Source: an optimization exercise on an open RTL-to-GDS flow (aim: small area). Production flows keep margins and buffers that such runs may drop.
The RTL was checked by simulation tests, not by an equivalence proof against the original design.
The clock cells of runs 2 to 6 come from the design's own scripts or RTL, not from TritonCTS.
The clock port is modelled as an ideal driver, which makes a skipped or thinned clock tree look cheaper than it is; a real chip needs a root buffer or a tree.
No activity file was given, so power comes from the tool's default toggle rates.

`flow/config.mk`:
```
export PLATFORM = sky130hd
export DESIGN_NAME = fifo16x8
export DESIGN_NICKNAME = fifo16x8
export VERILOG_FILES = /design/flow/design.v
export SDC_FILE = /design/flow/constraint.sdc
export NUM_CORES = 4
export LEC_CHECK = 0
export CAP_MARGIN = 20
export CORE_MARGIN = 2
export CORE_UTILIZATION = 70
export SLEW_MARGIN = 20
export SYNTH_HIERARCHICAL = 1
export SYNTH_MINIMUM_KEEP_SIZE = 0
```
`flow/constraint.sdc`:
```
create_clock -name core_clock -period 5.0 [get_ports {clock}]
set_input_delay 1.0000 -clock core_clock [delete_from_list [all_inputs] [get_ports {clock}]]
set_output_delay 1.0000 -clock core_clock [all_outputs]
set_load 0.01 [all_outputs]
```
`flow/design.v`:
```
module  fifo16x8(
    output full,
    output empty,
    output reg [7:0] data,
    input [7:0] wr_data,
    input we,re,
    input reset,
    input clock
);
    reg [3:0] wr_pntr;
    reg [3:0] rd_pntr;
    reg       last_up;
    reg [7:0] mem[1:15];
    integer i;
    wire wr_ok, rd_ok, data_en, last_up_d;
    fifo_flags u_flags (.wr_pntr(wr_pntr), .rd_pntr(rd_pntr), .last_up(last_up),
                        .we(we), .re(re), .reset(reset),
                        .full(full), .empty(empty), .wr_ok(wr_ok), .rd_ok(rd_ok),
                        .data_en(data_en), .last_up_d(last_up_d));
    wire [3:0] wr_d, rd_d;
    fifo_lfsr u_wr_step (.q(wr_pntr), .en(wr_ok), .reset(reset), .d(wr_d));
    fifo_lfsr u_rd_step (.q(rd_pntr), .en(rd_ok), .reset(reset), .d(rd_d));
    wire [15:1] wr_sel, rd_sel;
    fifo_dec15 u_wr_dec (.a(wr_pntr), .en(wr_ok), .y(wr_sel));
    fifo_dec15n u_rd_dec (.a(rd_pntr), .en_n(reset), .y(rd_sel));
    wire [119:0] words;
    genvar g;
    generate
        for (g = 1; g < 16; g = g + 1) begin : w
            assign words[8*g-1 -: 8] = mem[g];
        end
    endgenerate
    wire [7:0] rd_word;
    fifo_rdmux u_rdmux (.words(words), .sel(rd_sel), .y(rd_word));
    always @(posedge clock)
        for (i = 1; i < 16; i = i + 1)
            if (wr_sel[i])
                mem[i] <= wr_data;
    always @(posedge clock)
        if (data_en)
            data <= rd_word;
    always @(posedge clock)
    begin
        wr_pntr <= wr_d;
        rd_pntr <= rd_d;
        last_up <= last_up_d;
    end
endmodule
module fifo_flags(
    input [3:0] wr_pntr,
    input [3:0] rd_pntr,
    input last_up,
    input we, re, reset,
    output full, empty, wr_ok, rd_ok, data_en, last_up_d
);
    wire same = (wr_pntr == rd_pntr);
    assign full  = same & last_up;
    assign empty = same & ~last_up;
    assign wr_ok = we & ~full;
    assign rd_ok = re & ~empty;
    assign data_en = reset | rd_ok;
    assign last_up_d = ~reset & ((wr_ok & ~rd_ok) | (last_up & ~(rd_ok & ~wr_ok)));
endmodule
module fifo_lfsr(
    input [3:0] q,
    input en, reset,
    output [3:0] d
);
    wire [3:0] step = {q[2:0], q[3] ^ q[2]};
    wire [3:0] held = en ? step : q;
    assign d = reset ? 4'b0001 : held;
endmodule
module fifo_dec15(
    input [3:0] a,
    input en,
    output [15:1] y
);
    wire [3:0] lo = {a[1] & a[0], a[1] & ~a[0], ~a[1] & a[0], ~a[1] & ~a[0]};
    wire [3:0] hi = {a[3] & a[2], a[3] & ~a[2], ~a[3] & a[2], ~a[3] & ~a[2]} & {4{en}};
    genvar k;
    generate
        for (k = 1; k < 16; k = k + 1) begin : d
            assign y[k] = hi[k / 4] & lo[k % 4];
        end
    endgenerate
endmodule
module fifo_dec15n(
    input [3:0] a,
    input en_n,
    output [15:1] y
);
    wire [3:0] lo = {a[1] & a[0], a[1] & ~a[0], ~a[1] & a[0], ~a[1] & ~a[0]};
    wire [3:0] hi = {a[3] & a[2], a[3] & ~a[2], ~a[3] & a[2], ~a[3] & ~a[2]} & {4{~en_n}};
    genvar k;
    generate
        for (k = 1; k < 16; k = k + 1) begin : d
            assign y[k] = hi[k / 4] & lo[k % 4];
        end
    endgenerate
endmodule
module fifo_rdmux(
    input [119:0] words,
    input [15:1] sel,
    output [7:0] y
);
    genvar b;
    generate
        for (b = 0; b < 8; b = b + 1) begin : bt
            wire [14:0] col;
            genvar k;
            for (k = 1; k < 16; k = k + 1) begin : e
                assign col[k-1] = words[8*(k-1) + b];
            end
            fifo_or15 u_or (.d(col), .s(sel), .y(y[b]));
        end
    endgenerate
endmodule
module fifo_or15(
    input [14:0] d,
    input [14:0] s,
    output y
);
    wire [4:0] n;
    genvar k;
    generate
        for (k = 0; k < 5; k = k + 1) begin : grp
            fifo_aoi222 u_g (.a1(d[3*k]), .a2(s[3*k]), .b1(d[3*k+1]), .b2(s[3*k+1]),
                             .c1(d[3*k+2]), .c2(s[3*k+2]), .y(n[k]));
        end
    endgenerate
    wire n012;
    fifo_and3 u_a (.a(n[0]), .b(n[1]), .c(n[2]), .y(n012));
    fifo_nand3 u_n (.a(n012), .b(n[3]), .c(n[4]), .y(y));
endmodule
module fifo_aoi222(input a1, a2, b1, b2, c1, c2, output y);
    assign y = ~((a1 & a2) | (b1 & b2) | (c1 & c2));
endmodule
module fifo_and3(input a, b, c, output y);
    assign y = a & b & c;
endmodule
module fifo_nand3(input a, b, c, output y);
    assign y = ~(a & b & c);
endmodule
```
`flow/flow/run.sh`:
```
#!/bin/bash
# Standard ORFS layout with two changes: clock tree synthesis inserts no dummy
# loads and uses small clock buffers, and port buffers use the smallest buffer.
set -euo pipefail
export CTS_ARGS="-sink_clustering_enable -repair_clock_nets -dont_use_dummy_load -buf_list sky130_fd_sc_hd__clkbuf_8"
export BUFFER_PORTS_ARGS="-buffer_cell sky130_fd_sc_hd__buf_1"
bash standard.sh > standard.log 2>&1
```
`flow/standard.sh`:
```
#!/bin/bash
# synth_recipe.tcl (not shown) runs the flow's synth.tcl, then flattens the netlist and writes it again
# the make line also repeats each setting of config.mk as NAME=value (left out here)
make -C /OpenROAD-flow-scripts/flow DESIGN_CONFIG=/design/flow/config.mk WORK_HOME=/design/flow/orfs CLKGATE_MAP_FILE= SYNTH_SCRIPT=/design/flow/synth_recipe.tcl "${@:-finish}"
```
==> impl_metrics.py, run 1 <==
metrics = {
    "timing": {
        "relSlewSlack": 0.242,
        "period_share": 0.629,
        "max_freq_mhz": 318,
        "fin_crit_ps": 3150,
        "rsz0062_at_grt": "false",
        "tightestPinTransition_ps": 1130,
        "finalClockSkew_ps": 25.8,
        "finalHoldViolCount": 0,
        "drv_slew": 0,
        "setup_viol": 0,
        "finalSetupTns_ps": 0,
    },
    "drt": {
        "wl_per_cell_um": 24.4,
        "drt_first_iter_violations": 515,
        "vias": 2841,
        "first_pass_iters": 10,
        "wl_um": 9910,
        "viasPerCell": 6.98,
        "drcViolationCount": 0,
        "ant_nets": 0,
    },
    "place": {
        "hpwlAfterDp_um": 6450,
        "place_congestion": 0.801,
        "io_buffers": 21,
    },
    "grt": {
        "grt_pass1_wl_um": 14800,
        "grt_max_degree": 17,
        "grt_pass1_vias": 2640,
        "track_usage": 0.278,
        "gr-total-overflow": 0,
        "antenna_found_initial": 0,
    },
    "final_layout": {
        "area_growth_pct": 8.58,
        "drive_above_1_share": 0.0643,
        "fillers": 406,
        "diodes": 0,
        "num-nets-final": 325,
    },
    "clock_network": {
        "clock_path_buffers": 2,
        "cts_buffers": 17,
        "cts_tree": "yes",
        "postCtsSetupBuffers": 0,
        "ctsResizeCount": 0,
        "cts_hold_buf": 0,
        "cts.clk_slew.worst_paths_ps": 50,
        "htree_num_levels": 4,
        "clock_sinks": 137,
        "root_buffer": "clkbuf_8",
        "clk_latency_ps": 430,
    },
    "synth": {
        "async_flop_share": 0,
        "netlist_instances": 274,
        "synth_flop_cell": "edfxtp_1",
        "synth_most_common_cell": "edfxtp_1",
        "synth_common_cells": "edfxtp_1, a222oi_1, nor2_1, dfxtp_1, nand3_1",
        "syn-num-nets": 286,
        "yosysWarnings": 8,
        "synth_area_per_cell_um2": 18.2,
        "ys_seq_area_frac": 0.806,
        "synth_top_area_share": 0.770,
        "synth-edff-count": 128,
        "mappedNetlistArea_mm2": 0.00499,
        "yosysTopAreaCell": "edfxtp_1",
        "synth_area_leaders": "edfxtp_1, a222oi_1, dfxtp_1",
        "synth_cell_type_count": 24,
        "ys_seq_elements": 137,
    },
    "power_and_ir_drop": {
        "total_power_uw": 2160,
        "powerDensity_mw_per_mm2": 399,
        "power_leakage_uw": 0.00169,
        "ir_worst_vdd_v": 0.000227,
    },
    "worst_hold_path": {
        "hold_path.class": "reg -> reg",
        "hold_path_end": "last_up$_DFF_P_",
        "hp-start": "last_up$_DFF_P_",
        "worstHoldPathCells": 2,
    },
    "run_status": {
        "status": "complete, no violations",
    },
    "die": {
        "rows": 30,
        "core_area_mm2": 0.00683,
        "die_x_um": 88.4,
        "start_util": 0.730,
        "num_io_pins": 22,
        "die_h_um": 88.4,
        "dieArea_mm2": 0.00782,
    },
    "critical_path": {
        "slowest_stage": "nor3_1",
        "max_stage_delay_ps": 910,
        "critical_path_class": "reg -> reg",
        "r2r_cells": 6,
        "cp-end-kind": "flop",
        "timing.rr.start": "wr_pntr[2]$_DFF_P_",
        "r2r_slack_ps": 1850,
        "worstPathArrival_ps": 3170,
        "path_max_fanout": 10,
        "start_kind": "flop",
        "timing.rr.end": "mem[2][2]$_DFFE_PP_",
        "worstPathCellList": "xor2_1 -> nor4_4 -> and2_1 -> nor2b_1 -> nand3b_1 -> nor3_1",
        "required_ps": 5020,
    },
    "flow_run": {
        "drv_cap": 0,
    },
}
-- per-module statistics from Yosys (local to each module, per instance), excerpt --
| module | flops+latches | times used | cells |
|---|---|---|---|
| fifo_lfsr | 0 | 2 | 11 |
| fifo_dec15n | 0 | 1 | 22 |
| fifo16x8 | 137 | 1 | 137 |
| fifo_flags | 0 | 1 | 15 |
| fifo_aoi222 | 0 | 40 | 1 |
| fifo_nand3 | 0 | 8 | 1 |
| fifo_dec15 | 0 | 1 | 22 |
| fifo_and3 | 0 | 8 | 1 |
-- logic make-up (layout without fill, tap and decap cells) --
logic type	Yosys count	after routing	share of synthesized area
flops	137	137	0.806
simple gates	75	75	0.0792
compound gates	45	45	0.0865
xor+xnor	6	6	0.0105
mux	6	6	0.0120
buf+inv	5	42	0.00526
-- worst max-delay path, delay by kind of cell, from the launching register on --
kind | cells | cell delay, ps
xor+xnor | 1 | 280
flops | 1 | 550
simple gates | 5 | 1920
-- how the worst max path moves through the flow --
stage                       start                   to  slack (ps)
6_report       wr_pntr[2]$_DFF_P_  mem[2][2]$_DFFE_PP_        1850
3_5_place_dp                   we  mem[1][0]$_DFFE_PP_        1620
5_1_grt        wr_pntr[2]$_DFF_P_  mem[2][2]$_DFFE_PP_        1690
2_1_floorplan               reset    data[0]$_DFFE_PP_        2570
4_1_cts        rd_pntr[2]$_DFF_P_  mem[1][4]$_DFFE_PP_        1730
3_3_place_gp                   we  mem[1][6]$_DFFE_PP_        1730
-- flip-flops by register name, indices dropped and copies added (netlist names) --
name,count
mem,120
last_up,1
rd_pntr,4
wr_pntr,4
data,8
-- cell usage in the layout, fill, tap and decap left out, types with 5 or more instances in the layout --
cell type	Yosys	routed
a222oi_1	40	40
and3_1	8	8
buf_1	0	21
clkbuf_8	0	17
dfxtp_1	9	9
edfxtp_1	128	128
mux2i_1	6	6
nand3_1	9	9
nand3b_1	5	5
nor2_1	31	31
nor3_1	8	7
-- power breakdown --
group / internal, uW / total (uW) / switching, uW / leakage, uW
combinational: 75.5 / 205 / 129 / 0.000323
clock: 298 / 616 / 318 / 0.000122
sequential: 1310 / 1340 / 28.9 / 0.00124
total: 1690 / 2160 / 476 / 0.00169
-- routing by layer --
metal | wire length [um] | track usage | vias up
met5 | 0 | 0 | -
met4 | 414 | 0.161 | 0
met3 | 962 | 0.0672 | 29
met2 | 4780 | 0.414 | 180
met1 | 3750 | 0.385 | 1396
li1 | - | - | 1236
-- layout make-up --
class | instances | area [um^2] | area share
clock buffers | 17 | 234 | 0.0432
inverters | 3 | 11.3 | 0.00208
multi-input cells | 132 | 945 | 0.174
flip-flops and latches | 137 | 4020 | 0.743
well taps | 96 | 120 | 0.0222
repair buffers | 22 | 83.8 | 0.0155
-- through the flow --
stage	cell area, um^2	instances	setup WS [ps]	utilization	hold slack, ps
2_1_floorplan	4990	274	2570	-	484
3_5_place_dp	5170	389	1620	0.757	520
4_1_cts	5410	406	1730	0.792	532
3_3_place_gp	5170	389	1730	0.757	507
5_1_grt	5420	407	1690	0.793	568
6_report	5420	407	1850	0.793	532
==> run 2: changes to the inputs <==
--- a/flow/design.v
+++ b/flow/design.v
@@ -54,11 +54,40 @@
     output full, empty, wr_ok, rd_ok, data_en, last_up_d
 );
-    wire same = (wr_pntr == rd_pntr);
-    assign full  = same & last_up;
-    assign empty = same & ~last_up;
-    assign wr_ok = we & ~full;
-    assign rd_ok = re & ~empty;
-    assign data_en = reset | rd_ok;
-    assign last_up_d = ~reset & ((wr_ok & ~rd_ok) | (last_up & ~(rd_ok & ~wr_ok)));
+    wire [3:0] diff;
+    wire same, rd_ok_n, up;
+    fifo_xor2 u_x0 (.a(wr_pntr[0]), .b(rd_pntr[0]), .y(diff[0]));
+    fifo_xor2 u_x1 (.a(wr_pntr[1]), .b(rd_pntr[1]), .y(diff[1]));
+    fifo_xor2 u_x2 (.a(wr_pntr[2]), .b(rd_pntr[2]), .y(diff[2]));
+    fifo_xor2 u_x3 (.a(wr_pntr[3]), .b(rd_pntr[3]), .y(diff[3]));
+    fifo_nor4 u_same (.a(diff[0]), .b(diff[1]), .c(diff[2]), .d(diff[3]), .y(same));
+    fifo_and2 u_full (.a(same), .b(last_up), .y(full));
+    fifo_andn u_empty (.a(same), .b_n(last_up), .y(empty));
+    fifo_andn u_wr_ok (.a(we), .b_n(full), .y(wr_ok));
+    fifo_andn u_rd_ok (.a(re), .b_n(empty), .y(rd_ok));
+    fifo_nandn u_rd_ok_n (.a(re), .b_n(empty), .y(rd_ok_n));
+    fifo_orn u_data_en (.a(reset), .b_n(rd_ok_n), .y(data_en));
+    fifo_maj3 u_up (.a(wr_ok), .b(rd_ok_n), .c(last_up), .y(up));
+    fifo_andn u_last (.a(up), .b_n(reset), .y(last_up_d));
+endmodule
+module fifo_xor2(input a, b, output y);
+    assign y = a ^ b;
+endmodule
+module fifo_nor4(input a, b, c, d, output y);
+    assign y = ~(a | b | c | d);
+endmodule
+module fifo_and2(input a, b, output y);
+    assign y = a & b;
+endmodule
+module fifo_andn(input a, b_n, output y);
+    assign y = a & ~b_n;
+endmodule
+module fifo_nandn(input a, b_n, output y);
+    assign y = ~(a & ~b_n);
+endmodule
+module fifo_orn(input a, b_n, output y);
+    assign y = a | ~b_n;
+endmodule
+module fifo_maj3(input a, b, c, output y);
+    assign y = (a & b) | (a & c) | (b & c);
 endmodule
 module fifo_lfsr(
==> flow/flow/run.sh (replaced) <==
#!/bin/bash
# Standard ORFS layout with three changes:
#  - port buffers use the smallest buffer (buf_1);
#  - before global placement every combinational cell is set to its smallest
#    drive strength (downsize.tcl); the resizer sizes up what needs it;
#  - the clock tree is built by manual_cts.tcl: the clock port drives
#    MCTS_N (4) buffers, each driving an equal share of the registers
#    grouped by position (every register is one buffer from the port).
set -euo pipefail
here=$(pwd)
export BUFFER_PORTS_ARGS="-buffer_cell sky130_fd_sc_hd__buf_1"
export PRE_GLOBAL_PLACE_TCL=$here/flow/downsize.tcl
export PRE_CTS_TCL=$here/flow/manual_cts.tcl
export MCTS_N=4 MCTS_CELL=sky130_fd_sc_hd__clkbuf_16 MCTS_ROOT=none
bash standard.sh > standard.log 2>&1
==> flow/flow/downsize.tcl (new file) <==
# Sourced as PRE_GLOBAL_PLACE_TCL: set every combinational cell to the
# smallest-area drive strength of its kind. The resizer's repairs later in the
# flow size up whatever then needs it for slew, capacitance or timing.
set db [ord::get_db]
set block [ord::get_db_block]
set smallest [dict create]
foreach lib [$db getLibs] {
  foreach m [$lib getMasters] {
    set n [$m getName]
    if {![regexp {^(sky130_fd_sc_hd__[a-z0-9]+)_([0-9]+)$} $n -> base size]} { continue }
    if {[string match "*lpflow*" $n] || [string match "*probe*" $n]} { continue }
    set a [expr {[$m getWidth] * [$m getHeight]}]
    if {![dict exists $smallest $base] || $a < [lindex [dict get $smallest $base] 0]} {
      dict set smallest $base [list $a $m]
    }
  }
}
set count 0
foreach inst [$block getInsts] {
  set m [$inst getMaster]
  set n [$m getName]
  if {![regexp {^(sky130_fd_sc_hd__[a-z0-9]+)_([0-9]+)$} $n -> base size]} { continue }
  if {[$m isSequential]} { continue }
  if {[regexp {^sky130_fd_sc_hd__(tap|fill|decap|clk|dly|conb)} $n]} { continue }
  if {![dict exists $smallest $base]} { continue }
  lassign [dict get $smallest $base] a sm
  if {$sm ne $m && $a < [$m getWidth] * [$m getHeight]} {
    if {[$inst swapMaster $sm]} { incr count } 
  }
}
puts "downsize: $count cells set to their smallest size"
==> flow/flow/manual_cts.tcl (new file) <==
# Manual clock tree, sourced as PRE_CTS_TCL by the ORFS cts step.
# The clock port drives one root buffer (MCTS_ROOT), which drives MCTS_N leaf
# buffers (MCTS_CELL); the registers are split
# into MCTS_N groups of equal size by position, each driven by one buffer
# placed at its group's centre. Every register sees the same buffer depth.
# clock_tree_synthesis is then made a no-op for the rest of the cts step.
set mcts_n [expr {[info exists ::env(MCTS_N)] ? $::env(MCTS_N) : 4}]
set mcts_cell [expr {[info exists ::env(MCTS_CELL)] ? $::env(MCTS_CELL) : "sky130_fd_sc_hd__clkbuf_8"}]
set mcts_root [expr {[info exists ::env(MCTS_ROOT)] ? $::env(MCTS_ROOT) : "sky130_fd_sc_hd__clkbuf_4"}]
set block [ord::get_db_block]
set master [[ord::get_db] findMaster $mcts_cell]
set clknet [$block findNet clock]
set sinks {}
foreach it [$clknet getITerms] {
  set inst [$it getInst]
  set bb [$inst getBBox]
  lappend sinks [list [expr {([$bb xMin] + [$bb xMax]) / 2}] [expr {([$bb yMin] + [$bb yMax]) / 2}] $it]
}
puts "manual cts: [llength $sinks] sinks, $mcts_n groups of $mcts_cell"

# split a list of sinks into n groups, alternating cuts across x and y
proc mcts_split {sinks n axis} {
  if {$n <= 1} { return [list $sinks] }
  set n1 [expr {$n / 2}]
  set n2 [expr {$n - $n1}]
  set sorted [lsort -integer -index $axis $sinks]
  set cut [expr {int(round([llength $sorted] * double($n1) / $n))}]
  set a [lrange $sorted 0 [expr {$cut - 1}]]
  set b [lrange $sorted $cut end]
  set next [expr {1 - $axis}]
  return [concat [mcts_split $a $n1 $next] [mcts_split $b $n2 $next]]
}

set groups [mcts_split $sinks $mcts_n 0]
if {$mcts_root eq "none"} {
  set root ""
  set rootnet $clknet
} else {
  set rmaster [[ord::get_db] findMaster $mcts_root]
  set root [odb::dbInst_create $block $rmaster "mcts_root"]
  set rootnet [odb::dbNet_create $block "mcts_net_root"]
  $rootnet setSigType CLOCK
  foreach it [$root getITerms] {
    set mt [$it getMTerm]
    if {[$mt getName] eq "A"} { $it connect $clknet }
    if {[$mt getName] eq "X"} { $it connect $rootnet }
  }
}
set rx 0; set ry 0
set k 0
foreach g $groups {
  set sx 0; set sy 0
  foreach s $g { incr sx [lindex $s 0]; incr sy [lindex $s 1] }
  set cx [expr {$sx / [llength $g]}]
  set cy [expr {$sy / [llength $g]}]
  set buf [odb::dbInst_create $block $master "mcts_buf_$k"]
  set net [odb::dbNet_create $block "mcts_net_$k"]
  $net setSigType CLOCK
  foreach s $g {
    set it [lindex $s 2]
    $it disconnect
    $it connect $net
  }
  foreach it [$buf getITerms] {
    set mt [$it getMTerm]
    if {[$mt getName] eq "A"} { $it connect $rootnet }
    if {[$mt getName] eq "X"} { $it connect $net }
  }
  $buf setLocation [expr {$cx - [$master getWidth] / 2}] [expr {$cy - [$master getHeight] / 2}]
  $buf setPlacementStatus PLACED
  puts "manual cts: group $k has [llength $g] sinks, buffer at $cx $cy"
  incr rx $cx; incr ry $cy
  incr k
}
if {$root ne ""} {
  set rx [expr {$rx / $k}]
  set ry [expr {$ry / $k}]
  $root setLocation [expr {$rx - [$rmaster getWidth] / 2}] [expr {$ry - [$rmaster getHeight] / 2}]
  $root setPlacementStatus PLACED
}
detailed_placement

proc clock_tree_synthesis {args} { puts "clock_tree_synthesis replaced by the manual clock tree" }
--- a/flow/config.mk
+++ b/flow/config.mk
@@ -8,5 +8,5 @@
 export CAP_MARGIN = 20
 export CORE_MARGIN = 2
-export CORE_UTILIZATION = 70
+export CORE_UTILIZATION = 40
 export SLEW_MARGIN = 20
 export SYNTH_HIERARCHICAL = 1
==> impl_metrics.py, run 2 <==
metrics = {
    "grt": {
        "met1_usage": 0.227,
        "grt-busiest-layer": "met2",
        "antenna_found_initial": 0,
        "grt_pass1_vias": 2586,
        "grt_max_degree": 36,
        "grt_util_met3": 0.0131,
        "track_usage": 0.153,
        "use_met2": 0.254,
        "gr-total-overflow": 0,
        "grt_pass1_wl_um": 15600,
    },
    "power_and_ir_drop": {
        "ir_worst_vdd_v": 0.000203,
        "powerDensity_mw_per_mm2": 362,
        "total_power_uw": 1940,
        "power_leakage_uw": 0.00161,
    },
    "worst_hold_path": {
        "hp-start": "mem[14][1]$_DFFE_PP_",
        "hold_path_end": "data[1]$_DFFE_PP_",
        "hold_path.class": "reg -> reg",
        "worstHoldPathCells": 2,
    },
    "timing": {
        "setup_viol": 0,
        "drv_slew": 0,
        "tightestPinTransition_ps": 896,
        "relSlewSlack": 0.401,
        "max_freq_mhz": 320,
        "period_share": 0.624,
        "hold-worst-slack_ps": 578,
        "rsz0062_at_grt": "false",
        "finalHoldViolCount": 0,
        "finalClockSkew_ps": 8.59,
        "finalSetupTns_ps": 0,
        "fin_crit_ps": 3120,
    },
    "critical_path": {
        "max_stage_delay_ps": 680,
        "timing.rr.start": "wr_pntr[2]$_DFF_P_",
        "worstPathCellList": "buf_1 -> or3b_1 -> nor3_1 -> a222oi_1 -> and3_1 -> nand3_1",
        "cp-end-kind": "flop",
        "critical_path_class": "in -> reg",
        "path_max_fanout": 16,
        "critical_path.n_buffers_inverters": 1,
        "critPathTopFamily": "simple AND/OR/NAND/NOR gates",
        "r2r_slack_ps": 1940,
        "slowest_stage": "nor3_1",
        "critPathLaunch": "reset",
        "required_ps": 5050,
        "worstPathArrival_ps": 3170,
        "timing.rr.end": "mem[13][1]$_DFFE_PP_",
        "start_kind": "input pin",
        "r2r_cells": 6,
    },
    "drt": {
        "drt_first_iter_violations": 381,
        "vias": 2640,
        "first_pass_iters": 8,
        "wl_um": 10300,
        "ant_nets": 0,
        "drcViolationCount": 0,
        "wl_per_cell_um": 22.2,
        "viasPerCell": 5.70,
    },
    "die": {
        "die_h_um": 116,
        "rows": 40,
        "core_area_mm2": 0.0121,
        "dieArea_mm2": 0.0134,
        "die_x_um": 116,
        "num_io_pins": 22,
        "start_util": 0.413,
    },
    "place": {
        "io_buffers": 21,
        "place_congestion": 0.789,
        "hpwlAfterDp_um": 6890,
        "dp_cells": 459,
        "dpl_cell_area_mm2": 0.00525,
    },
    "final_layout": {
        "final_cells": 463,
        "largest_register_ffs": 120,
        "top_regs": "mem x120, data x8",
        "diodes": 0,
        "final_area_mm2": 0.00536,
        "top_register": "mem",
        "num-nets-final": 309,
        "layout_common_cells": "edfxtp_1, a222oi_1, nor2_1",
        "drive_above_1_share": 0.0237,
        "area_growth_pct": 7.03,
        "fillers": 1098,
        "mostFrequentLayoutCell": "edfxtp_1",
    },
    "clock_network": {
        "clk_latency_ps": 180,
        "ctsResizeCount": 0,
        "cts.clk_slew.worst_paths_ps": 120,
        "cts_hold_buf": 0,
        "postCtsSetupBuffers": 0,
    },
    "synth": {
        "synth_most_common_cell": "edfxtp_1",
        "synth_top_area_share": 0.768,
        "async_flop_share": 0,
        "synth_area_per_cell_um2": 18.4,
        "ys_seq_area_frac": 0.804,
        "synth_cell_type_count": 22,
        "syn-num-nets": 284,
        "synth_area_leaders": "edfxtp_1, a222oi_1, dfxtp_1",
        "synth_common_cells": "edfxtp_1, a222oi_1, nor2_1, dfxtp_1, nand3_1",
        "synth_flop_cell": "edfxtp_1",
        "yosysWarnings": 8,
        "yosysTopAreaCell": "edfxtp_1",
        "synth-edff-count": 128,
        "netlist_instances": 272,
        "ys_seq_elements": 137,
        "mappedNetlistArea_mm2": 0.00500,
    },
    "run_status": {
        "status": "complete, no violations",
    },
    "flow_run": {
        "drv_cap": 0,
    },
}
run 2: layout make-up:
cell class	instances	area, um^2	area share
Sequential cell	137	4020	0.751
Tap cell	168	210	0.0392
Multi-Input combinational cell	131	936	0.175
Timing Repair Buffer	21	78.8	0.0147
Inverter	2	7.51	0.00140
Buffer	4	100	0.0187
run 2: worst max-delay path by stage:
| stage | endpoint | slack (ps) | cells past startpoint |
|---|---|---|---|
| finish | data[3]$_DFFE_PP_ | 1880 | 6 |
| global route | mem[13][1]$_DFFE_PP_ | 1730 | 6 |
| CTS | mem[1][7]$_DFFE_PP_ | 1670 | 4 |
| detailed placement | mem[1][7]$_DFFE_PP_ | 1640 | 4 |
| global placement | mem[3][7]$_DFFE_PP_ | 1670 | 4 |
| floorplan | data[0]$_DFFE_PP_ | 2570 | 5 |
run 2: per-stage QoR:
step	setup WS [ps]	util
after floorplan	2570	-
after global placement	1670	0.433
after detailed placement	1640	0.433
after CTS	1670	0.441
after global routing	1730	0.442
final	1880	0.442
run 2: per-layer routing:
layer | vias up | share of wire
met2 | 91 | 0.48
met5 | - | 0
li1 | 1200 | -
met1 | 1338 | 0.45
met3 | 11 | 0.054
met4 | 0 | 0.018
run 2: cells by family after synthesis:
group	synth area share
flip-flops	0.804
AO/OA/AOI/OAI	0.0825
buffers and inverters	0.00450
multiplexers	0.0120
AND/OR/NAND/NOR	0.0843
adder cells (fa/ha/maj)	0.00225
XOR/XNOR	0.0105
run 2: power breakdown:
group	internal [uW]	total, uW	switching, uW
logic	69.5	192	122
clock network	150	410	260
registers	1310	1340	31.0
run 2: Yosys stat by module, one instance, submodules excluded, excerpt:
module	cell area (um^2)	copies in the design	cells inside
fifo_lfsr	72.6	2	11
fifo16x8	4020	1	137
fifo_nor4	12.5	1	1
fifo_xor2	8.76	4	1
fifo_andn	13.8	4	1
fifo_nand3	5.00	8	1
fifo_nandn	6.26	1	1
fifo_orn	6.26	1	1
fifo_and2	6.26	1	1
fifo_dec15	105	1	22
fifo_aoi222	10.0	40	1
fifo_dec15n	108	1	22
fifo_maj3	11.3	1	1
run 2: tightest hold or removal path, delay by kind of cell, from the launching register on:
family          cells  cell delay (ps)
compound gates      1               60
simple gates        1               80
flops               1              340
==> run 3: changes to the inputs <==
--- a/flow/config.mk
+++ b/flow/config.mk
@@ -8,5 +8,5 @@
 export CAP_MARGIN = 20
 export CORE_MARGIN = 2
-export CORE_UTILIZATION = 40
+export CORE_UTILIZATION = 70
 export SLEW_MARGIN = 20
 export SYNTH_HIERARCHICAL = 1
==> impl_metrics.py, run 3 <==
metrics = {
    "run_status": {
        "status": "complete, no violations",
    },
    "critical_path": {
        "path_max_fanout": 10,
        "crit_path_end": "mem[4][1]$_DFFE_PP_",
        "r2r_cells": 6,
        "required_ps": 4810,
        "slowest_stage": "nor2_1",
        "critical_path_class": "reg -> reg",
        "timing.rr.start": "rd_pntr[2]$_DFF_P_",
        "critPathLaunch": "rd_pntr[2]$_DFF_P_",
        "timing.rr.end": "mem[4][1]$_DFFE_PP_",
        "worstPathCellList": "xor2_1 -> nor4_1 -> and2_1 -> nor2b_1 -> or3b_1 -> nor2_1",
        "cp-end-kind": "flop",
        "r2r_slack_ps": 1780,
        "max_stage_delay_ps": 690,
        "worstPathArrival_ps": 3030,
        "start_kind": "flop",
    },
    "synth": {
        "synth_cell_type_count": 22,
        "async_flop_share": 0,
        "synth_flop_cell": "edfxtp_1",
        "synth-edff-count": 128,
        "synth_area_per_cell_um2": 18.4,
        "synth_area_leaders": "edfxtp_1, a222oi_1, dfxtp_1",
        "mappedNetlistArea_mm2": 0.00500,
        "yosysWarnings": 8,
        "ys_seq_elements": 137,
        "netlist_instances": 272,
        "syn-num-nets": 284,
        "synth_common_cells": "edfxtp_1, a222oi_1, nor2_1, dfxtp_1, nand3_1",
        "synth_most_common_cell": "edfxtp_1",
        "synth_top_area_share": 0.768,
        "ys_seq_area_frac": 0.804,
        "yosysTopAreaCell": "edfxtp_1",
    },
    "drt": {
        "drcViolationCount": 0,
        "wl_per_cell_um": 24.5,
        "wl_um": 9610,
        "drt_first_iter_violations": 468,
        "first_pass_iters": 10,
        "viasPerCell": 6.96,
        "vias": 2729,
        "ant_nets": 0,
    },
    "die": {
        "die_x_um": 88.6,
        "dieArea_mm2": 0.00784,
        "num_io_pins": 22,
        "die_h_um": 88.6,
        "rows": 30,
        "core_area_mm2": 0.00687,
        "start_util": 0.729,
    },
    "power_and_ir_drop": {
        "power_leakage_uw": 0.00161,
        "ir_worst_vdd_v": 0.000340,
        "powerDensity_mw_per_mm2": 367,
    },
    "grt": {
        "grt_pass1_vias": 2616,
        "grt_util_met3": 0.0215,
        "track_usage": 0.261,
        "gr-total-overflow": 0,
        "use_met2": 0.440,
        "met1_usage": 0.381,
        "antenna_found_initial": 0,
        "grt_max_degree": 36,
        "grt-busiest-layer": "met2",
        "grt_pass1_wl_um": 14700,
    },
    "clock_network": {
        "ctsResizeCount": 0,
        "cts_hold_buf": 0,
        "clk_latency_ps": 180,
        "cts.clk_slew.worst_paths_ps": 120,
        "postCtsSetupBuffers": 0,
    },
    "timing": {
        "setup_ws_ps": 1780,
        "fin_crit_ps": 3220,
        "max_freq_mhz": 310,
        "drv_slew": 0,
        "relSlewSlack": 0.327,
        "finalHoldViolCount": 0,
        "rsz0062_at_grt": "false",
        "finalSetupTns_ps": 0,
        "finalClockSkew_ps": 10.9,
        "setup_viol": 0,
        "period_share": 0.645,
        "tightestPinTransition_ps": 1000,
    },
    "flow_run": {
        "drv_cap": 0,
    },
    "place": {
        "dp_cells": 387,
        "place_congestion": 0.847,
        "io_buffers": 21,
        "dp_slack_ps": 1640,
        "hpwlAfterDp_um": 6350,
    },
    "final_layout": {
        "fin_util": 0.767,
        "largest_register_ffs": 120,
        "num-nets-final": 310,
        "diodes": 0,
        "mostFrequentLayoutCell": "edfxtp_1",
        "layout_common_cells": "edfxtp_1, a222oi_1, nor2_1",
        "area_growth_pct": 5.22,
        "top_regs": "mem x120, data x8",
        "drive_above_1_share": 0.0236,
        "final_cells": 392,
        "top_register": "mem",
    },
    "worst_hold_path": {
        "hold_path.class": "reg -> reg",
    },
}
run 3: cell counts after synthesis:
No cell type changed its count.
run 3: how the worst min path moves through the flow:
stage                              to  slack, ps                 start  cells past startpoint
floorplan           data[0]$_DFFE_PP_        520  mem[11][0]$_DFFE_PP_                      2
global placement    data[4]$_DFFE_PP_        550  mem[14][4]$_DFFE_PP_                      2
detailed placement  data[4]$_DFFE_PP_        560  mem[14][4]$_DFFE_PP_                      2
CTS                 data[4]$_DFFE_PP_        560  mem[14][4]$_DFFE_PP_                      2
global route        data[2]$_DFFE_PP_        620  mem[14][2]$_DFFE_PP_                      2
finish              data[4]$_DFFE_PP_        580  mem[14][4]$_DFFE_PP_                      2
run 3: cells by family (layout without fill, tap and decap cells):
family                   count (synthesis)  count (layout)  share of synthesized area
AO/OA/AOI/OAI                           42              42                     0.0825
adder cells (fa/ha/maj)                  1               1                    0.00225
flip-flops                             137             137                      0.804
multiplexers                             6               6                     0.0120
buffers and inverters                    4              28                    0.00450
AND/OR/NAND/NOR                         76              76                     0.0843
XOR/XNOR                                 6               6                     0.0105
run 3: area by class of cell:
cell class / count / area, um^2
Inverter: 2 / 7.51
Timing Repair Buffer: 22 / 83.8
Tap cell: 96 / 120
Multi-Input combinational cell: 131 / 931
Buffer: 4 / 100
Fill cell: 413 / 1600
Sequential cell: 137 / 4020
run 3: per-module statistics from Yosys, one instance, submodules excluded, a selection:
| module | cells inside | area [um^2] |
|---|---|---|
| fifo_nor4 | 1 | 12.5 |
| fifo_and3 | 1 | 6.26 |
| fifo_and2 | 1 | 6.26 |
| fifo_lfsr | 11 | 72.6 |
| fifo_maj3 | 1 | 11.3 |
| fifo_nandn | 1 | 6.26 |
| fifo_nand3 | 1 | 5.00 |
| fifo_orn | 1 | 6.26 |
| fifo_aoi222 | 1 | 10.0 |
| fifo_andn | 1 | 13.8 |
| fifo_xor2 | 1 | 8.76 |
| fifo_dec15 | 22 | 105 |
| fifo16x8 | 137 | 4020 |
| fifo_dec15n | 22 | 108 |
run 3: worst max-delay path, delay by kind of cell (launching register included):
family | cells | cell delay (ps)
xor gates and xnor gates | 1 | 190
DFF | 1 | 610
and+or+nand+nor | 5 | 2050
run 3: per-stage QoR:
| stage | instance area, um^2 | hold slack (ps) | total power [uW] |
|---|---|---|---|
| after global placement | 5150 | 547 | 1550 |
| after CTS | 5260 | 561 | 1870 |
| after global routing | 5270 | 616 | 2000 |
| after floorplan | 5000 | 521 | 1500 |
| final | 5270 | 582 | 1930 |
| after detailed placement | 5160 | 561 | 1560 |
run 3: power breakdown:
| part | internal [uW] | switching (uW) | leakage, uW |
|---|---|---|---|
| registers | 1310 | 31.3 | 0.00124 |
| clock network | 149 | 249 | 0.0000493 |
| logic | 69.9 | 125 | 0.000319 |
| total | 1530 | 405 | 0.00161 |
run 3: per-layer routing:
layer / up-vias / part of all wire
met4: 0 / 0.029
met1: 1367 / 0.37
met3: 18 / 0.093
met5: - / 0
met2: 142 / 0.51
li1: 1202 / -
==> run 4: changes to the inputs <==
--- a/flow/config.mk
+++ b/flow/config.mk
@@ -6,8 +6,8 @@
 export NUM_CORES = 4
 export LEC_CHECK = 0
-export CAP_MARGIN = 20
+export CAP_MARGIN = 0
 export CORE_MARGIN = 2
-export CORE_UTILIZATION = 70
-export SLEW_MARGIN = 20
+export CORE_UTILIZATION = 40
+export SLEW_MARGIN = 0
 export SYNTH_HIERARCHICAL = 1
 export SYNTH_MINIMUM_KEEP_SIZE = 0
==> impl_metrics.py, run 4 <==
metrics = {
    "synth": {
        "synth_top_area_share": 0.768,
        "netlist_instances": 272,
        "ys_seq_elements": 137,
        "mappedNetlistArea_mm2": 0.00500,
        "ys_seq_area_frac": 0.804,
        "synth_most_common_cell": "edfxtp_1",
        "synth_cell_type_count": 22,
        "yosysWarnings": 8,
        "synth_area_leaders": "edfxtp_1, a222oi_1, dfxtp_1",
        "synth_flop_cell": "edfxtp_1",
        "yosysTopAreaCell": "edfxtp_1",
        "async_flop_share": 0,
        "synth_area_per_cell_um2": 18.4,
        "synth_common_cells": "edfxtp_1, a222oi_1, nor2_1, dfxtp_1, nand3_1",
        "syn-num-nets": 284,
        "synth-edff-count": 128,
    },
    "drt": {
        "wl_per_cell_um": 22.1,
        "wl_um": 10200,
        "drcViolationCount": 0,
        "viasPerCell": 5.71,
        "vias": 2645,
        "drt_first_iter_violations": 422,
        "ant_nets": 0,
        "first_pass_iters": 8,
    },
    "timing": {
        "setup_ws_ps": 1750,
        "max_freq_mhz": 308,
        "tightestPinTransition_ps": 1200,
        "period_share": 0.649,
        "relSlewSlack": 0.195,
        "hold-worst-slack_ps": 575,
        "finalClockSkew_ps": 8.51,
        "setup_viol": 0,
        "drv_slew": 0,
        "rsz0062_at_grt": "false",
        "finalSetupTns_ps": 0,
        "fin_crit_ps": 3250,
        "finalHoldViolCount": 0,
    },
    "final_layout": {
        "top_register": "mem",
        "mostFrequentLayoutCell": "edfxtp_1",
        "diodes": 0,
        "largest_register_ffs": 120,
        "area_growth_pct": 6.72,
        "drive_above_1_share": 0.0136,
        "final_cells": 463,
        "top_regs": "mem x120, data x8",
        "layout_common_cells": "edfxtp_1, a222oi_1, nor2_1",
        "num-nets-final": 309,
    },
    "flow_run": {
        "drv_cap": 0,
    },
    "clock_network": {
        "clk_latency_ps": 180,
        "postCtsSetupBuffers": 0,
        "ctsResizeCount": 0,
        "cts.clk_slew.worst_paths_ps": 120,
        "cts_hold_buf": 0,
    },
    "place": {
        "place_congestion": 0.789,
        "dp_cells": 459,
        "dp_slack_ps": 1630,
        "io_buffers": 21,
        "hpwlAfterDp_um": 6920,
    },
    "die": {
        "die_h_um": 116,
        "die_x_um": 116,
        "rows": 40,
        "start_util": 0.413,
        "core_area_mm2": 0.0121,
        "dieArea_mm2": 0.0134,
        "num_io_pins": 22,
    },
    "critical_path": {
        "critical_path_class": "reg -> reg",
        "worstPathCellList": "xor2_1 -> nor4_1 -> and2_1 -> nor2b_1 -> nand3b_1 -> nor3_1",
        "path_max_fanout": 10,
        "cp-end-kind": "flop",
        "required_ps": 4800,
        "worstPathArrival_ps": 3050,
        "critPathTopFamily": "simple AND/OR/NAND/NOR gates",
        "slowest_stage": "nor3_1",
        "critical_path.n_buffers_inverters": 0,
        "start_kind": "flop",
        "max_stage_delay_ps": 980,
    },
    "grt": {
        "gr-total-overflow": 0,
        "grt_pass1_vias": 2562,
        "track_usage": 0.154,
        "grt_pass1_wl_um": 15700,
        "grt_max_degree": 36,
        "antenna_found_initial": 0,
    },
    "power_and_ir_drop": {
        "ir_worst_vdd_v": 0.000168,
        "power_leakage_uw": 0.00160,
        "powerDensity_mw_per_mm2": 363,
        "total_power_uw": 1940,
    },
    "worst_hold_path": {
        "hold_path.class": "reg -> reg",
    },
    "run_status": {
        "status": "complete, no violations",
    },
}
run 4: cell counts after synthesis:
Identical to the previous run, type by type.
run 4: layout make-up:
type,count,area (um^2)
buffer,4,100
fill,1107,6770
inverter,2,7.51
multi-input combinational,131,921
sequential,137,4020
tap,168,210
timing repair buffer,21,78.8
run 4: kinds of logic (layout without fill, tap and decap cells):
family | count (synthesis) | after routing | synth area share
and+or+nand+nor | 76 | 76 | 0.0843
xor gates and xnor gates | 6 | 6 | 0.0105
adders and majority gates | 1 | 1 | 0.00225
buffers and inverters | 4 | 27 | 0.00450
AOI/OAI and AO/OA | 42 | 42 | 0.0825
DFF | 137 | 137 | 0.804
muxes | 6 | 6 | 0.0120
run 4: layer usage:
layer,global-route usage,wire (um),vias to the layer above
met5,0,0,-
met4,0.0127,99,0
met3,0.00628,579,5
met2,0.259,4980,91
met1,0.237,4580,1353
li1,-,-,1196
run 4: where the power goes:
part	total, uW	leakage [uW]	internal [uW]	switching, uW
Sequential	1340	0.00124	1310	31.0
Clock	408	0.0000493	150	259
Combinational	191	0.000306	69.0	122
run 4: stage by stage:
stage                util  area [um^2]
floorplan               -         5000
global placement    0.433         5240
detailed placement  0.433         5240
CTS                 0.441         5340
global route        0.441         5340
finish              0.441         5340
run 4: worst paths after layout:
check / slack, ps / startpoint / depth (start not counted) / endpoint
setup / recovery: 1750 / rd_pntr[2]$_DFF_P_ / 6 / mem[1][7]$_DFFE_PP_
hold / removal: 570 / mem[14][1]$_DFFE_PP_ / 2 / data[1]$_DFFE_PP_
setup reg to reg: 1750 / rd_pntr[2]$_DFF_P_ / 6 / mem[1][7]$_DFFE_PP_
hold reg to reg: 570 / mem[14][1]$_DFFE_PP_ / 2 / data[1]$_DFFE_PP_
run 4: worst reg2reg max path, delay by kind of cell (launching register included):
kind / cells / cell delay [ps]
DFF: 1 / 570
xor gates and xnor gates: 1 / 190
and+or+nand+nor: 5 / 2100
run 4: modules after synthesis, one instance, submodules excluded, excerpt:
module	flip-flops and latches	times used
fifo_aoi222	0	40
fifo_and3	0	8
fifo_dec15n	0	1
fifo_dec15	0	1
fifo_andn	0	4
fifo_xor2	0	4
fifo_nandn	0	1
fifo_orn	0	1
fifo_maj3	0	1
fifo_nor4	0	1
fifo16x8	137	1
fifo_nand3	0	8
==> run 5: changes to the inputs <==
==> flow/flow/run.sh (replaced) <==
#!/bin/bash
# Standard ORFS layout with three changes:
#  - port buffers use the smallest buffer (buf_1);
#  - before global placement every combinational cell is set to its smallest
#    drive strength (downsize.tcl); the resizer sizes up what needs it;
#  - the clock tree is built by manual_cts.tcl: the clock port drives one
#    root buffer, which drives MCTS_N (8) leaf buffers, each driving an equal
#    share of the registers grouped by position (all at the same depth).
set -euo pipefail
here=$(pwd)
export BUFFER_PORTS_ARGS="-buffer_cell sky130_fd_sc_hd__buf_1"
export PRE_GLOBAL_PLACE_TCL=$here/flow/downsize.tcl
export PRE_CTS_TCL=$here/flow/manual_cts.tcl
export MCTS_N=8 MCTS_CELL=sky130_fd_sc_hd__clkbuf_8 MCTS_ROOT=sky130_fd_sc_hd__clkbuf_8
bash standard.sh > standard.log 2>&1
--- a/flow/config.mk
+++ b/flow/config.mk
@@ -6,8 +6,8 @@
 export NUM_CORES = 4
 export LEC_CHECK = 0
-export CAP_MARGIN = 0
+export CAP_MARGIN = 20
 export CORE_MARGIN = 2
 export CORE_UTILIZATION = 40
-export SLEW_MARGIN = 0
+export SLEW_MARGIN = 20
 export SYNTH_HIERARCHICAL = 1
 export SYNTH_MINIMUM_KEEP_SIZE = 0
==> impl_metrics.py, run 5 <==
metrics = {
    "worst_hold_path": {
        "hold_path.class": "reg -> reg",
    },
    "grt": {
        "grt_pass1_vias": 2602,
        "track_usage": 0.155,
        "grt_pass1_wl_um": 15700,
        "antenna_found_initial": 0,
        "grt_max_degree": 19,
        "gr-total-overflow": 0,
    },
    "power_and_ir_drop": {
        "ir_worst_vdd_v": 0.000200,
        "total_power_uw": 1990,
        "power_leakage_uw": 0.00163,
        "powerDensity_mw_per_mm2": 371,
    },
    "clock_network": {
        "ctsResizeCount": 0,
        "cts_hold_buf": 0,
        "clk_latency_ps": 380,
        "postCtsSetupBuffers": 0,
        "cts.clk_slew.worst_paths_ps": 100,
    },
    "timing": {
        "finalSetupTns_ps": 0,
        "setup_ws_ps": 1940,
        "finalHoldViolCount": 0,
        "fin_crit_ps": 3060,
        "relSlewSlack": 0.402,
        "setup_viol": 0,
        "max_freq_mhz": 327,
        "drv_slew": 0,
        "rsz0062_at_grt": "false",
        "period_share": 0.612,
        "tightestPinTransition_ps": 891,
        "finalClockSkew_ps": 8.57,
    },
    "drt": {
        "wl_um": 10300,
        "viasPerCell": 5.62,
        "drt_first_iter_violations": 466,
        "ant_nets": 0,
        "wl_per_cell_um": 22.0,
        "drcViolationCount": 0,
        "vias": 2631,
        "first_pass_iters": 6,
    },
    "place": {
        "dp_slack_ps": 1640,
        "io_buffers": 21,
        "hpwlAfterDp_um": 6890,
        "place_congestion": 0.789,
    },
    "synth": {
        "synth_area_per_cell_um2": 18.4,
        "synth_most_common_cell": "edfxtp_1",
        "ys_seq_area_frac": 0.804,
        "ys_seq_elements": 137,
        "netlist_instances": 272,
        "synth_top_area_share": 0.768,
        "synth_flop_cell": "edfxtp_1",
        "async_flop_share": 0,
        "synth_cell_type_count": 22,
        "synth_common_cells": "edfxtp_1, a222oi_1, nor2_1, dfxtp_1, nand3_1",
        "mappedNetlistArea_mm2": 0.00500,
        "synth_area_leaders": "edfxtp_1, a222oi_1, dfxtp_1",
        "syn-num-nets": 284,
        "yosysTopAreaCell": "edfxtp_1",
        "yosysWarnings": 8,
        "synth-edff-count": 128,
    },
    "final_layout": {
        "mostFrequentLayoutCell": "edfxtp_1",
        "area_growth_pct": 7.50,
        "diodes": 0,
        "top_register": "mem",
        "top_regs": "mem x120, data x8",
        "num-nets-final": 314,
        "layout_common_cells": "edfxtp_1, a222oi_1, nor2_1",
        "fin_util": 0.444,
        "drive_above_1_share": 0.0400,
        "largest_register_ffs": 120,
    },
    "critical_path": {
        "path_max_fanout": 10,
        "start_kind": "flop",
        "required_ps": 5020,
        "critical_path_class": "reg -> reg",
        "worstPathArrival_ps": 3080,
        "cp-end-kind": "flop",
    },
    "die": {
        "die_h_um": 116,
        "rows": 40,
        "num_io_pins": 22,
        "core_area_mm2": 0.0121,
        "die_x_um": 116,
        "start_util": 0.413,
        "dieArea_mm2": 0.0134,
    },
    "run_status": {
        "status": "complete, no violations",
    },
    "flow_run": {
        "drv_cap": 0,
    },
}
==> run 5: cell count changes in the layout (fill, tap and decap cells not counted) <==
cell       delta
clkbuf_16     -4
clkbuf_8      +9
nor3_1        -3
nor3_2        +3
==> run 5: cells by family (layout without fill, tap and decap cells) <==
group                      count (synthesis)  in the layout  synth area share
AOI/OAI and AO/OA                         42             42            0.0825
xor gates and xnor gates                   6              6            0.0105
muxes                                      6              6            0.0120
and+or+nand+nor                           76             76            0.0843
DFF                                      137            137             0.804
adders and majority gates                  1              1           0.00225
buffers and inverters                      4             32           0.00450
==> run 5: path summary, 6_finish.rpt <==
| path | depth (start not counted) | start | slack [ps] | to |
|---|---|---|---|---|
| hold / removal | 2 | mem[14][1]$_DFFE_PP_ | 580 | data[1]$_DFFE_PP_ |
| setup / recovery | 6 | wr_pntr[2]$_DFF_P_ | 1940 | mem[12][4]$_DFFE_PP_ |
| hold reg to reg | 2 | mem[14][1]$_DFFE_PP_ | 580 | data[1]$_DFFE_PP_ |
| setup reg to reg | 6 | wr_pntr[2]$_DFF_P_ | 1940 | mem[12][4]$_DFFE_PP_ |
==> run 5: worst max-delay path, cell delays in order (launching register included) <==
cell     delay, ps
dfxtp_1        580
xor2_1         190
nor4_1          70
and2_1         170
nor2b_1        580
or3b_1         470
nor2_1         630
==> run 5: layer usage <==
metal  track usage  up-vias  share of wire
met4        0.0206        0          0.015
met3        0.0188       11          0.073
met2         0.255       93           0.48
li1              -     1207              -
met1         0.229     1320           0.43
met5             0        -              0
==> run 5: final cells by class <==
cell class | instances | area [um^2]
Fill cell | 1095 | 6730
Sequential cell | 137 | 4020
Multi-Input combinational cell | 131 | 936
Tap cell | 168 | 210
Buffer | 9 | 124
Timing Repair Buffer | 21 | 78.8
Inverter | 2 | 7.51
==> run 5: through the flow <==
step,hold slack [ps],cell area [um^2],cells
finish,576,5380,468
global placement,545,5240,459
detailed placement,549,5250,459
floorplan,521,5000,272
CTS,549,5370,468
global route,608,5380,468
==> run 5: report_power, final <==
part           internal [uW]  leakage [uW]  switching [uW]
sequential              1310       0.00124            30.7
clock                    163     0.0000647             301
combinational           69.5      0.000318             121
==> run 5: per-module statistics from Yosys, one instance, submodules excluded, a selection <==
| module | area (um^2) | copies in the design |
|---|---|---|
| fifo16x8 | 4020 | 1 |
| fifo_andn | 13.8 | 4 |
| fifo_aoi222 | 10.0 | 40 |
| fifo_maj3 | 11.3 | 1 |
| fifo_nand3 | 5.00 | 8 |
| fifo_xor2 | 8.76 | 4 |
==> run 6: changes to the inputs <==
--- a/flow/design.v
+++ b/flow/design.v
@@ -97,6 +97,21 @@
 );
     wire [3:0] step = {q[2:0], q[3] ^ q[2]};
-    wire [3:0] held = en ? step : q;
-    assign d = reset ? 4'b0001 : held;
+    wire [3:0] held_n;
+    genvar k;
+    generate
+        for (k = 0; k < 4; k = k + 1) begin : b
+            fifo_mux2i u_m (.s(en), .a0(q[k]), .a1(step[k]), .y(held_n[k]));
+        end
+    endgenerate
+    fifo_nandn u_r0 (.a(held_n[0]), .b_n(reset), .y(d[0]));
+    fifo_nor2 u_r1 (.a(held_n[1]), .b(reset), .y(d[1]));
+    fifo_nor2 u_r2 (.a(held_n[2]), .b(reset), .y(d[2]));
+    fifo_nor2 u_r3 (.a(held_n[3]), .b(reset), .y(d[3]));
+endmodule
+module fifo_mux2i(input s, a0, a1, output y);
+    assign y = ~(s ? a1 : a0);
+endmodule
+module fifo_nor2(input a, b, output y);
+    assign y = ~(a | b);
 endmodule
 module fifo_dec15(
==> flow/flow/run.sh (replaced) <==
#!/bin/bash
# Standard ORFS layout with three changes:
#  - port buffers use the smallest buffer (buf_1);
#  - before global placement every combinational cell is set to its smallest
#    drive strength (downsize.tcl); the resizer sizes up what needs it;
#  - the clock tree is built by manual_cts.tcl: the clock port drives
#    MCTS_N (4) buffers, each driving an equal share of the registers
#    grouped by position (every register is one buffer from the port).
set -euo pipefail
here=$(pwd)
export BUFFER_PORTS_ARGS="-buffer_cell sky130_fd_sc_hd__buf_1"
export PRE_GLOBAL_PLACE_TCL=$here/flow/downsize.tcl
export PRE_CTS_TCL=$here/flow/manual_cts.tcl
export MCTS_N=4 MCTS_CELL=sky130_fd_sc_hd__clkbuf_16 MCTS_ROOT=none
bash standard.sh > standard.log 2>&1
==> impl_metrics.py, run 6 <==
metrics = {
    "final_layout": {
        "mostFrequentLayoutCell": "edfxtp_1",
        "top_regs": "mem x120, data x8",
        "diodes": 0,
        "drive_above_1_share": 0.0239,
        "fin_util": 0.442,
        "layout_common_cells": "edfxtp_1, a222oi_1, nor2_1",
        "area_growth_pct": 7.34,
        "top_register": "mem",
        "fillers": 1061,
        "final_cells": 461,
        "largest_register_ffs": 120,
        "num-nets-final": 307,
    },
    "synth": {
        "yosysWarnings": 8,
        "synth_cell_type_count": 18,
        "synth-edff-count": 128,
        "synth_area_per_cell_um2": 18.6,
        "synth_most_common_cell": "edfxtp_1",
        "ys_seq_area_frac": 0.806,
        "mappedNetlistArea_mm2": 0.00499,
        "synth_flop_cell": "edfxtp_1",
        "syn-num-nets": 280,
        "yosysTopAreaCell": "edfxtp_1",
        "netlist_instances": 268,
        "ys_seq_elements": 137,
        "synth_area_leaders": "edfxtp_1, a222oi_1, dfxtp_1",
        "synth_top_area_share": 0.770,
        "async_flop_share": 0,
        "synth_common_cells": "edfxtp_1, a222oi_1, nor2_1, dfxtp_1, nand3_1",
    },
    "grt": {
        "gr-total-overflow": 0,
        "grt_pass1_wl_um": 15300,
        "grt_max_degree": 36,
        "antenna_found_initial": 0,
        "grt_pass1_vias": 2559,
        "track_usage": 0.152,
    },
    "timing": {
        "tightestPinTransition_ps": 884,
        "max_freq_mhz": 326,
        "drv_slew": 0,
        "finalSetupTns_ps": 0,
        "rsz0062_at_grt": "false",
        "fin_crit_ps": 3060,
        "period_share": 0.613,
        "hold-worst-slack_ps": 581,
        "relSlewSlack": 0.406,
        "setup_viol": 0,
        "finalHoldViolCount": 0,
        "finalClockSkew_ps": 11.2,
    },
    "critical_path": {
        "timing.rr.start": "wr_pntr[3]$_DFF_P_",
        "critPathLaunch": "reset",
        "worstPathCellList": "buf_1 -> or3b_1 -> nor3_1 -> a222oi_1 -> and3_1 -> nand3_1",
        "r2r_slack_ps": 2050,
        "slowest_stage": "nor3_1",
        "worstPathArrival_ps": 3110,
        "critical_path_class": "in -> reg",
        "start_kind": "input pin",
        "path_max_fanout": 14,
        "r2r_cells": 6,
        "max_stage_delay_ps": 700,
        "cp-end-kind": "flop",
        "timing.rr.end": "mem[8][3]$_DFFE_PP_",
        "required_ps": 5050,
    },
    "power_and_ir_drop": {
        "combPwrFrac": 0.089,
        "power_leakage_uw": 0.00163,
        "power.share.clock": 0.215,
        "cell_internal_pwr_uw": 1510,
        "swShare": 0.207,
        "pwr-share-seq": 0.696,
        "power.net_switching_uw": 395,
        "ir_worst_vdd_v": 0.000177,
        "total_power_uw": 1900,
        "powerDensity_mw_per_mm2": 355,
    },
    "drt": {
        "drt_first_iter_violations": 396,
        "wl_per_cell_um": 22.3,
        "drcViolationCount": 0,
        "ant_nets": 0,
        "wl_um": 10300,
        "viasPerCell": 5.84,
        "vias": 2693,
        "first_pass_iters": 9,
    },
    "die": {
        "core_area_mm2": 0.0121,
        "num_io_pins": 22,
        "die_h_um": 116,
        "rows": 40,
        "die_x_um": 116,
        "dieArea_mm2": 0.0134,
        "start_util": 0.412,
    },
    "place": {
        "place_congestion": 0.805,
        "dp_cells": 457,
        "io_buffers": 21,
        "hpwlAfterDp_um": 6690,
    },
    "worst_hold_path": {
        "hp-start": "mem[14][3]$_DFFE_PP_",
        "hold_path.class": "reg -> reg",
        "hold_path_end": "data[3]$_DFFE_PP_",
        "worstHoldPathCells": 2,
    },
    "flow_run": {
        "drv_cap": 0,
    },
    "clock_network": {
        "cts_hold_buf": 0,
        "postCtsSetupBuffers": 0,
        "ctsResizeCount": 0,
        "clk_latency_ps": 180,
        "cts.clk_slew.worst_paths_ps": 110,
    },
    "run_status": {
        "status": "complete, no violations",
    },
}
-- run 6: changes by cell type after synthesis, sizes merged --
cell | previous run | this run
a31oi | 2 | 0
buf | 2 | 0
inv | 2 | 0
mux2i | 6 | 8
nand2b | 6 | 8
nor3 | 8 | 6
xnor2 | 2 | 0
xor2 | 4 | 6
-- run 6: critical path: cells and delay by family --
kind            cells  cell delay [ps]
compound gates      1              290
simple gates        4             1580
buf+inv             1              230
-- run 6: power groups by stage --
stage / Combinational, uW / Sequential, uW / Clock (uW)
6_report: 169 / 1330 / 409
5_1_grt: 185 / 1330 / 451
3_3_place_gp: 165 / 1350 / 0
4_1_cts: 169 / 1350 / 309
2_1_floorplan: 104 / 1350 / 0
3_5_place_dp: 168 / 1350 / 0
-- run 6: final cells by class --
class	instances	area, um^2	area share
buffer	4	100	0.0187
multi-input combinational	131	946	0.177
sequential	137	4020	0.751
tap	168	210	0.0392
timing repair buffer	21	78.8	0.0147
-- run 6: per-layer routing --
layer  GRT usage  share of wire
met3     0.00732          0.057
met5           0              0
met4      0.0159          0.011
met2       0.256           0.48
met1       0.231           0.45
-- run 6: modules after synthesis, one instance, submodules excluded, excerpt --
module	flip-flops and latches	area (um^2)	cells inside	copies in the design
fifo16x8	137	4020	137	1
fifo_aoi222	0	10.0	1	40
fifo_nand3	0	5.00	1	8
fifo_nandn	0	6.26	1	3
fifo_maj3	0	11.3	1	1
fifo_xor2	0	8.76	1	4
-- run 6: worst max path at each step --
stage	to	slack [ps]	depth (start not counted)
floorplan	data[0]$_DFFE_PP_	2570	5
global placement	mem[1][0]$_DFFE_PP_	1660	4
detailed placement	mem[2][7]$_DFFE_PP_	1740	4
CTS	mem[2][7]$_DFFE_PP_	1730	4
global route	data[5]$_DFFE_PP_	1780	6
finish	data[1]$_DFFE_PP_	1940	6
-- run 6: cells by family after synthesis --
group,count (synthesis),share of synthesized area
flip-flops,137,0.806
AND/OR/NAND/NOR,76,0.0850
AO/OA/AOI/OAI,40,0.0802
multiplexers,8,0.0160
XOR/XNOR,6,0.0105
adder cells (fa/ha/maj),1,0.00226
-- run 6: stage by stage --
step | area [um^2] | setup WS, ps
2_1_floorplan | 4990 | 2570
3_5_place_dp | 5250 | 1740
6_report | 5360 | 1940
3_3_place_gp | 5240 | 1660
5_1_grt | 5360 | 1780
4_1_cts | 5350 | 1730

[what the ideal ports hide]
Ports are ideal in the flow. The routed layouts listed here were re-timed in OpenROAD.
Step 1 (the two cells are an assumption about what drives the block):
set clk [get_ports {clock}]
set_driving_cell -lib_cell sky130_fd_sc_hd__clkbuf_16 $clk
set_driving_cell -lib_cell sky130_fd_sc_hd__buf_2 [delete_from_list [all_inputs] $clk]
Step 2 times the ports against the registers' clock, not the clock port: input delays grow and output delays shrink by t, the midpoint of the rising clock arrivals with the driver on.
Three values: ideal ports, drivers, drivers and shift; two values: the first two.
| run | t (ns) | slack for setup (ns) | hold slack, ns | worst setup path at the end | worst slew at a driven data input, ns |
|---|---|---|---|---|---|
| run 1 | 0.446 | 1.853 / 1.853 / 1.737 | 0.532 / 0.532 / 0.532 | input to register | 0.03 |
| run 2 | 0.257 | 1.880 / 1.940 / 1.686 | 0.578 / 0.578 / 0.578 | input to register | 0.03 |
| run 3 | 0.250 | 1.775 / 1.775 / 1.703 | 0.582 / 0.582 / 0.582 | input to register | 0.03 |
| run 4 | 0.258 | 1.754 / 1.754 / 1.649 | 0.575 / 0.575 / 0.575 | input to register | 0.03 |
| run 5 | 0.413 | 1.941 / 1.941 / 1.721 | 0.576 / 0.576 / 0.576 | input to register | 0.03 |
| run 6 | 0.255 | 1.937 / 1.997 / 1.742 | 0.581 / 0.581 / 0.581 | input to register | 0.03 |
After both steps setup and hold are still met in every run listed. For run 5, which loses most, drivers alone change the setup slack by 0.000 ns; drivers and shift together by -0.220 ns.
